This design comes from an exercise in tuning for small area, a short achievable clock period and few clock cycles per item on the open sky130 flow, not from production work. The RTL was checked by simulation tests, not by an equivalence proof against the original design.

[design/flow/run.sh]
#!/bin/bash
# synth_recipe.tcl (not shown) runs the flow's synth.tcl, then flattens the netlist and writes it again
# the make line also repeats each setting of config.mk as NAME=value (left out here)
make -C /OpenROAD-flow-scripts/flow DESIGN_CONFIG=/design/flow/config.mk WORK_HOME=/design/flow/orfs CLKGATE_MAP_FILE= SYNTH_SCRIPT=/design/flow/synth_recipe.tcl finish
[design/flow/design.v]
module sdiv_unit #(parameter STEP = 4) (
		input clk,
		input rst,
		input [63 : 0] data_in_bus,
		input [1 : 0] valid_in_bus,
		output [1 : 0] ready_in_bus,
		output [31 : 0] data_out_bus,
		output [0 : 0] valid_out_bus,
		input [0 : 0] ready_out_bus
);
	localparam NCH = 32 / STEP;           
	localparam CW = 3;                    
	reg iter;             
	reg vout;             
	reg got_a, got_b;     
	reg rdy_a, rdy_b;     
	reg [31:0] rem;       
	reg [31:0] aq;        
	reg [31:0] bd;        
	reg [CW-1:0] cnt;     
	reg qneg;
	assign ready_in_bus = {rdy_b, rdy_a};
	assign valid_out_bus = vout;
	assign data_out_bus = aq;
	wire take_a = valid_in_bus[0] & rdy_a;
	wire take_b = valid_in_bus[1] & rdy_b;
	wire last = iter & (cnt == 0);
	wire prep = ~iter & got_a & got_b & (~vout | ready_out_bus[0]);
	function [32:0] bkadd(input [32:0] x, input [32:0] y, input ci);
		reg [32:0] g, p, p0;
		integer d, i;
		begin
			p0 = x ^ y;
			g = x & y;
			p = p0;
			g[0] = g[0] | (p[0] & ci);
			for (d = 1; d < 33; d = d * 2)
				for (i = 2 * d - 1; i < 33; i = i + 2 * d) begin
					g[i] = g[i] | (p[i] & g[i - d]);
					p[i] = p[i] & p[i - d];
				end
			for (d = 16; d >= 1; d = d / 2)
				for (i = 3 * d - 1; i < 33; i = i + 2 * d) begin
					g[i] = g[i] | (p[i] & g[i - d]);
					p[i] = p[i] & p[i - d];
				end
			bkadd = p0 ^ {g[31:0], ci};
		end
	endfunction
	function [31:0] cneg(input [31:0] x, input c);
		reg [31:0] o;
		integer d, i;
		begin
			o = {x[30:0], 1'b0};    
			for (d = 1; d < 32; d = d * 2)
				for (i = 31; i >= d; i = i - 1)
					o[i] = o[i] | o[i - d];
			cneg = x ^ ({32{c}} & o);
		end
	endfunction
	function [5:0] blen(input [31:0] x);
		integer i;
		begin
			blen = 6'd0;
			for (i = 0; i < 32; i = i + 1)
				if (x[i]) blen = i + 1;
		end
	endfunction
	wire aneg = rem[31];
	wire bneg = bd[31];
	wire [31:0] absa = cneg(rem, aneg);
	wire [31:0] bx = bd ^ {32{bneg}};    
	wire [5:0] la = blen(absa);
	wire [5:0] lb = blen(bx);
	wire qzero = (la < lb);                       
	wire [6:0] nq = la - lb + 1;                  
	wire [6:0] nqc = (nq > 32) ? 7'd32 : nq;
	wire [CW:0] nch = (nqc + STEP - 1) / STEP;    
	wire [CW-1:0] shc = NCH - nch;                
	wire [63:0] fun = {32'd0, absa} << (shc * STEP);
	reg [31:0] r_i, q_i;
	reg [32:0] t;
	wire [32:0] dneg = {1'b1, bd ^ {32{~bneg}}};    
	integer k;
	always @(*) begin
		r_i = rem;
		q_i = aq;
		for (k = 0; k < STEP; k = k + 1) begin
			t = bkadd({r_i, q_i[31]}, dneg, ~bneg);
			r_i = t[32] ? {r_i[30:0], q_i[31]} : t[31:0];
			q_i = {q_i[30:0], ~t[32]};
		end
	end
	wire got_a_n = ~prep & (got_a | take_a);
	wire got_b_n = ~prep & (got_b | take_b);
	wire iter_n = prep ? ~qzero : (iter & ~last);
	wire [CW-1:0] cnt_n = prep ? nch - 1'b1 : cnt - 1'b1;
	always @(posedge clk, posedge rst)
		if (rst) begin
			iter <= 1'b0;
			vout <= 1'b0;
			got_a <= 1'b0;
			got_b <= 1'b0;
			rdy_a <= 1'b1;
			rdy_b <= 1'b1;
		end else begin
			iter <= iter_n;
			vout <= prep ? qzero : (last | (vout & ~ready_out_bus[0]));
			got_a <= got_a_n;
			got_b <= got_b_n;
			rdy_a <= ~got_a_n & (~iter_n | (cnt_n == 0));
			rdy_b <= ~got_b_n & (~iter_n | (cnt_n == 0));
		end
	always @(posedge clk) begin
		if (take_b) bd <= data_in_bus[63:32];
		if (take_a) rem <= data_in_bus[31:0];
		else if (prep) rem <= fun[63:32];
		else if (iter) rem <= r_i;
		if (prep) begin
			qneg <= aneg ^ bneg;
			cnt <= nch - 1'b1;
			aq <= qzero ? 32'd0 : fun[31:0];
		end else if (iter) begin
			cnt <= cnt - 1'b1;
			aq <= cneg(q_i, last & qneg);
		end
	end
endmodule
[design/flow/config.mk]
export PLATFORM = sky130hd
export DESIGN_NAME = sdiv_unit
export DESIGN_NICKNAME = sdiv_unit
export VERILOG_FILES = /design/flow/design.v
export SDC_FILE = /design/flow/constraint.sdc
export NUM_CORES = 4
export LEC_CHECK = 0
export CAP_MARGIN = 20
export CORE_MARGIN = 2
export CORE_UTILIZATION = 40
export SLEW_MARGIN = 20
[design/flow/constraint.sdc]
create_clock -name core_clock -period 110.0 [get_ports {clk}]
set_input_delay 22.0000 -clock core_clock [delete_from_list [all_inputs] [get_ports {clk}]]
set_output_delay 22.0000 -clock core_clock [all_outputs]
set_load 0.01 [all_outputs]
==> summary.txt <==
per-layer routing:
metal / vias to the layer above / GRT usage / part of all wire
li1: 6723 / - / -
met1: 6792 / 0.348 / 0.45
met2: 470 / 0.419 / 0.46
met3: 50 / 0.0327 / 0.063
met4: 0 / 0.0765 / 0.026
met5: - / 0 / 0
cells in the final DEF, fill, tap and decap left out, drive strengths merged, types with 19 or more instances in the layout:
master	n
nor3	46
mux2	20
nor2	114
edfxtp	100
and3	20
nand2b	23
mux2i	107
clkdlybuf4s50	103
o21ai	124
a31oi	22
inv	118
ha	132
xor2	43
a21oi	106
nor2b	19
nand3	42
a21o	47
fa	66
o211ai	21
buf	36
nand4	26
xnor2	89
nand2	142
sequential cells by signal (all words and copies together), names as in the netlist:
register / cells
cnt: 3
bd: 32
got_b: 1
qneg: 1
iter: 1
rdy_a: 1
aq: 32
rem: 32
rdy_b: 1
got_a: 1
vout: 1
final cells by class:
type | count | area, um^2
Sequential cell | 106 | 3160
Tap cell | 511 | 639
Multi-Input combinational cell | 1474 | 11400
Clock inverter | 7 | 63.8
Fill cell | 3690 | 20500
Clock buffer | 9 | 225
Timing Repair Buffer | 139 | 1300
Inverter | 117 | 442
worst min path at each step:
stage / endpoint / slack, ps / cells after the start
floorplan: got_b / 510 / 1
global placement: got_b / 540 / 1
detailed placement: got_b / 550 / 1
CTS: got_b / 570 / 1
global route: got_b / 580 / 1
finish: rdy_b / 560 / 2
logic make-up (layout without fill, tap and decap cells):
group / Yosys count / count (layout) / synth area share
and+or+nand+nor: 514 / 514 / 0.167
AOI/OAI and AO/OA: 503 / 503 / 0.219
adders and majority gates: 198 / 198 / 0.195
buffers and inverters: 198 / 272 / 0.0523
xor gates and xnor gates: 132 / 132 / 0.0757
muxes: 127 / 127 / 0.0851
DFF: 106 / 106 / 0.207
worst min-delay path: stages, from the launching register on:
cell and delay, ps:
dfrtp_1 380, o21a_1 150, nor2_1 40
per-stage QoR:
step / hold slack [ps] / instance area, um^2 / utilization / instances
finish: 559 / 17200 / 0.457 / 2363
global route: 578 / 17200 / 0.457 / 2363
CTS: 566 / 17200 / 0.457 / 2363
detailed placement: 550 / 16900 / 0.449 / 2347
global placement: 544 / 16900 / 0.449 / 2347
floorplan: 510 / 15300 / - / 1778
==> summary.txt <==
* Post_cts resized at 0
* Overall routing resource usage at 0.254
* YS warnings at 1
* Final WL at just over 50,000 um
* Outcome: no timing/DRC/antenna violations
* Crit path kind: in -> reg
* Post-synthesis async set-or-reset flop share at 0.0566
* CP arrival at around 25,000 ps
* Worst slack at placement at around 84,000 ps
* Net Count, Synth at between 2,000 and 2,500
* # setup viols final at 0
* Ranking of synthesized cells by area: edfxtp_1 20%, ha_1 11%, fa_1 8.7%
* Seq cells post-synth at ~110
* TNS Setup at 0 ps
* Ports at ~100
* Period utilisation layout at 0.229
* Post-CTS Hold Buffers at 0
* RR Endpoint: aq[4]
* Gpl congestion at 0.928
* Worst Path Max Fanout at 61
* Min-delay src: got_b
* CTS tree: built
* Top-area cell type share of the netlist area at 0.197
* Via Count at 14,000
* Router iterations before antenna repair at 5
* Core Area at 0.0377 mm^2
* R2R depth at between 50 and 60
* Initial core utilization at 0.405
* Critical Path RT at 110,140 ps
* Vias per inst at around 5.9
* Largest buffer count on any clock path at 2
* Post-detail-place hpwl at 40,400 um
* Worst-Margin Slew at approximately 1100 ps
* Max-slew violations at 0
* Skew final at 18.5 ps
* Delay-heaviest family, CP: buffers and inverters
* Synth top cells by count: 142 x nand2_1, 132 x ha_1, 122 x o21ai_0, 114 x inv_1, 112 x nor2_1
* Global route total overflow at 0
* Post-CTS setup buffers at 0
* Die area at roughly 0.04 mm^2
* Most common cell in the netlist: nand2_1
* Reg-to-reg slack, setup at just over 90,000 ps
* Crit path to: aq[4]
* Critical path buffers and inverters at 4
* Port Buffers at 103
* CP startpoint: ready_out_bus[0]
* Final worst slack at approximately 85,000 ps
* Chip Width at 199 um
* Predominant post-synthesis flop cell: edfxtp_1
* Synth area leader: edfxtp_1
* Antenna diodes at 0
* CP cell instances: clkdlybuf4s50_1 > nand2b_1 > nand4_1 > buf_4 > inv_1 > buf_4 > and2_1 > nand2_1 > nor2_1 > a32o_1 > a311o_1
* Reg2reg start: bd[31]
* Final nets at approximately 2,100
* Synthesized area per cell at 8.59 um^2
* Top cell by count, worst path: buf_4
* Die Span Y at roughly 200 um
* Peak Freq at 39.7 MHz
* Vias in the first global route at between 10,000 and 15,000
* Layout cells sized above 1 at 0.0616
* Wire per inst at roughly 21 um
* Clk root buf: clkbuf_16
* Stages on worst setup path at 11
* CP Launch Type: input pin
* RSZ-0062 raised after global routing: false
* DRC violations left at 0
* Antenna-violating nets left at 0
* # rows at 71
* Clk slew on worst S/H paths at about 80 ps
* Iteration-0 DRC Markers at 1,057
* Critical path's slowest cell: buf_4
* H-Tree Depth at 3
* Worst Setup End Kind: register
* Sink Count at 106
* Slowest stage delay, CP at 530 ps
* Tmin final at ~25,000 ps
* Synth Cell Area at 0.0153 mm^2
* Max_cap viols at 0
* Largest net degree at the start of global routing at 62
* CTS buffer count at 9
* Worst min path class: reg -> reg
* Mapped Cells at about 1,800
* Area delta synth->final at 12.6%
* Number of synthesized flops with an enable pin at 100
* Hold Vio Cnt, Final at 0
* Cell variety after synth at 90
* Antenna violations before repair at 0
* Seq/Total Area, Yosys at 0.207
* Slew HR at 0.288
* Worst skew pair latency at around 400 ps
* First-pass GRT wire length at 76,700 um
Testbench counts, summed over its fixed seeds: cycles 37,884, items 12,000.

==> re-timing with driven ports <==
The flow's constraints put no driver on any port. The routed layout listed below was extracted and timed again, unchanged, in two steps.
Step 1 (the two cells are an assumption about what drives the block):
set clk [get_ports {clk}]
set_driving_cell -lib_cell sky130_fd_sc_hd__clkbuf_16 $clk
set_driving_cell -lib_cell sky130_fd_sc_hd__buf_2 [delete_from_list [all_inputs] $clk]
Step 2 also shifts input and output timing later by t, the mid clock arrival at the registers, as if the neighbouring blocks saw the same clock.
a / b / c = ideal ports / drivers / drivers and shift; a / b = the first two.
t, ns: 0.441
slack for setup (ns): 84.821 / 84.851 / 84.410
worst setup path at the end: input to register
pins driven straight from the clock port: 1
After both steps this run still meets setup and hold. The setup slack of this run moves by +0.030 ns with the drivers and by -0.411 ns with both steps.
